What follows belongs to an exercise in optimizing a design on an open flow for small area; a production flow would make more cautious choices. The RTL was checked by simulation tests, not by an equivalence proof against the original design. Power is estimated from default activity; no workload was simulated.

Design MBF, start of the top module:
module MBF(CLK, RESET, IN_VALID, IN_DATA, X_DATA, Y_DATA, OUT_VALID);
Size: roughly 1100 cells after synthesis, about 43 I/O pins.
clock: 7.0 ns
lec_check: 0
cap_margin: 20
core_margin: 2
core_utilization: 50
cts_buf_list: sky130_fd_sc_hd__clkbuf_8
cts_cluster_diameter: 50
cts_cluster_size: 20
slew_margin: 20
synth_hierarchical: 1
standard.sh (not shown) runs the stock make flow with config.mk's settings and CLKGATE_MAP_FILE= SYNTH_SCRIPT=/design/flow/synth_recipe.tcl, a recipe that flattens the netlist after the stock synthesis.
==> flow/flow/run.sh <==
#!/bin/bash
# The standard layout, with the port buffers that global placement inserts made from the
# smallest buffer cell, and clock tree synthesis without dummy loads. The make output goes to
# flow_make.log; ORFS keeps each step's own log under orfs/logs/.
set -euo pipefail
export BUFFER_PORTS_ARGS="-buffer_cell sky130_fd_sc_hd__buf_1"
export CTS_ARGS="-sink_clustering_enable -repair_clock_nets -dont_use_dummy_load -buf_list sky130_fd_sc_hd__clkbuf_8 -sink_clustering_size 28 -sink_clustering_max_diameter 60"
bash standard.sh finish > flow_make.log 2>&1
The starting point went through all stages and came out clean.
Then changed:
--- a/flow/flow/run.sh
+++ b/flow/flow/run.sh
@@ -6,3 +6,3 @@
 export BUFFER_PORTS_ARGS="-buffer_cell sky130_fd_sc_hd__buf_1"
-export CTS_ARGS="-sink_clustering_enable -repair_clock_nets -dont_use_dummy_load -buf_list sky130_fd_sc_hd__clkbuf_8 -sink_clustering_size 28 -sink_clustering_max_diameter 60"
+export CTS_ARGS="-sink_clustering_enable -repair_clock_nets -dont_use_dummy_load -buf_list sky130_fd_sc_hd__clkbuf_8 -sink_clustering_size 20 -sink_clustering_max_diameter 50"
 bash standard.sh finish > flow_make.log 2>&1
=>
- fmax hardly moves
- global-route usage stays flat
- clock-buffer cell count came out higher by 4
- worst setup slack loses 0.018 ns
- wire length hardly moves
- critical path depth does not change
- core utilization climbs by 0.23 points
- area after synthesis does not change
- sequential power hardly moves
- sequential share of layout area hardly moves
- power went up by 1.9%
Then changed:
Settings changed: GPL_TIMING_DRIVEN from default to 0.
Result:
- The changed run completed with no timing, DRC or antenna violations
- utilization came out higher by 0.21 points
- total power came out higher by 1.9%
- cell area came out higher by 0.39%
- global-route usage came out lower by 1.5 points
- hold slack got worse by 0.012 ns
- sequential power barely changes
- maximum frequency came out lower by 0.48%
- synthesized cell count stays the same
- register-to-register slack got worse by 0.03 ns
- non-clock buffer count came out lower by 7
- clock-buffer cell count is unchanged

--- another note on this design; it stands on its own ---

==> v17 <==
## MBF
module MBF(CLK, RESET, IN_VALID, IN_DATA, X_DATA, Y_DATA, OUT_VALID);
==> flow/config.mk <==
export PLATFORM = sky130hd
export DESIGN_NAME = MBF
export DESIGN_NICKNAME = MBF
export VERILOG_FILES = /design/flow/design.v
export SDC_FILE = /design/flow/constraint.sdc
export NUM_CORES = 4
export LEC_CHECK = 0
export CAP_MARGIN = 0
export CORE_MARGIN = 2
export CORE_UTILIZATION = 40
export CTS_BUF_LIST = sky130_fd_sc_hd__clkbuf_4
export CTS_CLUSTER_SIZE = 12
export SLEW_MARGIN = 0
export SYNTH_HIERARCHICAL = 1
==> flow/constraint.sdc <==
create_clock -name core_clock -period 7.0 [get_ports {CLK}]
set_input_delay 1.4000 -clock core_clock [delete_from_list [all_inputs] [get_ports {CLK}]]
set_output_delay 1.4000 -clock core_clock [all_outputs]
set_load 0.01 [all_outputs]
run.sh (not shown) runs the stock make flow with config.mk's settings and CLKGATE_MAP_FILE= SYNTH_SCRIPT=/design/flow/synth_recipe.tcl, a recipe that flattens the netlist after the stock synthesis.
==> v32 (differences from v17) <==
- CAP_MARGIN: 0 -> 20
- CTS_BUF_LIST: sky130_fd_sc_hd__clkbuf_4 -> sky130_fd_sc_hd__clkbuf_8
- CTS_CLUSTER_DIAMETER: unset -> 45
- CTS_CLUSTER_SIZE: 12 -> 30
- SLEW_MARGIN: 0 -> 20
==> qor summary <==
| metric | v17 | v32 |
|---|---|---|
| Slowest cell delay on critical path | 620 ps | 610 ps |
| Maximum operating frequency | 0.151 GHz | 0.147 GHz |
| Total power consumption of the routed design | 4940 uW | 4890 uW |
| Met1 track demand over resource | 0.274 | 0.273 |
| Number of global-route vias before repair | 9800 | 9445 |
| Clock net power | 1370 uW | 1320 uW |
| Filler cells | 3644 | 3606 |
| Period minus WS final | 6620 ps | 6790 ps |
| Setup skew after layout | 43.9 ps | 59.4 ps |
| Max transition margin | 0.343 | 0.426 |
| Status | finished clean | finished clean |
| Largest fanout on the critical path | 6 | 5 |
| Initial antenna violation count | 1 | 0 |
| Number of buffers created by CTS | 72 | 37 |
| Synthesis-to-finish area growth | 11.9% | 11.3% |
| NonClk Buf Share | 0.0287 | 0.0287 |
| Post-cts resize count | 2 | 0 |
| DRT Wirelength | 38.4 mm | 37.9 mm |
| Clock Tree Root | sky130_fd_sc_hd__clkbuf_4 | sky130_fd_sc_hd__clkbuf_8 |
| Total of clock buffers placed in the layout | 97 | 42 |
| Grt met3 use | 0.0497 | 0.0469 |
| Sequential share of cell area | 0.271 | 0.272 |
| Ratio of cells with drive above 1 in the final layout | 0.0990 | 0.0675 |
| Fraction of area in multi-input gates | 0.579 | 0.582 |
| Mean number of vias per cell | 4.62 | 4.63 |
| Sequential Area | 0.00491 mm^2 | 0.00491 mm^2 |
| End-of-flow core utilization | 0.454 | 0.452 |

-- afterwards: timing with drivers on the ports --
How much do the figures lean on ideal ports? The routed layouts below were timed once more, with nothing changed but the port constraints. Step 1 assumes that a clkbuf_16 drives the clock port and a buf_2 every other input. Step 2 adds t to the input delays and takes it off the output delays; t is the mean of the earliest and latest rising clock arrival at the registers after step 1. Input paths then give back, and output paths get back, about the clock's delay inside the block. Slacks: ideal / step 1 / step 2; pairs: ideal / step 1.
run	t (ns)	setup WS [ns]	worst register clock-pin slew, ns
the first run of note 1	0.574	0.237 / 0.237 / 0.237	0.11 / 0.11
the second run of note 1	0.607	0.219 / 0.219 / 0.219	0.11 / 0.11
the third run of note 1	0.598	0.186 / 0.186 / 0.186	0.11 / 0.11
v17	0.758	0.375 / 0.325 / 0.417	0.08 / 0.08
v32	0.639	0.211 / 0.160 / 0.411	0.09 / 0.09
After both steps setup and hold are still met in every run listed.
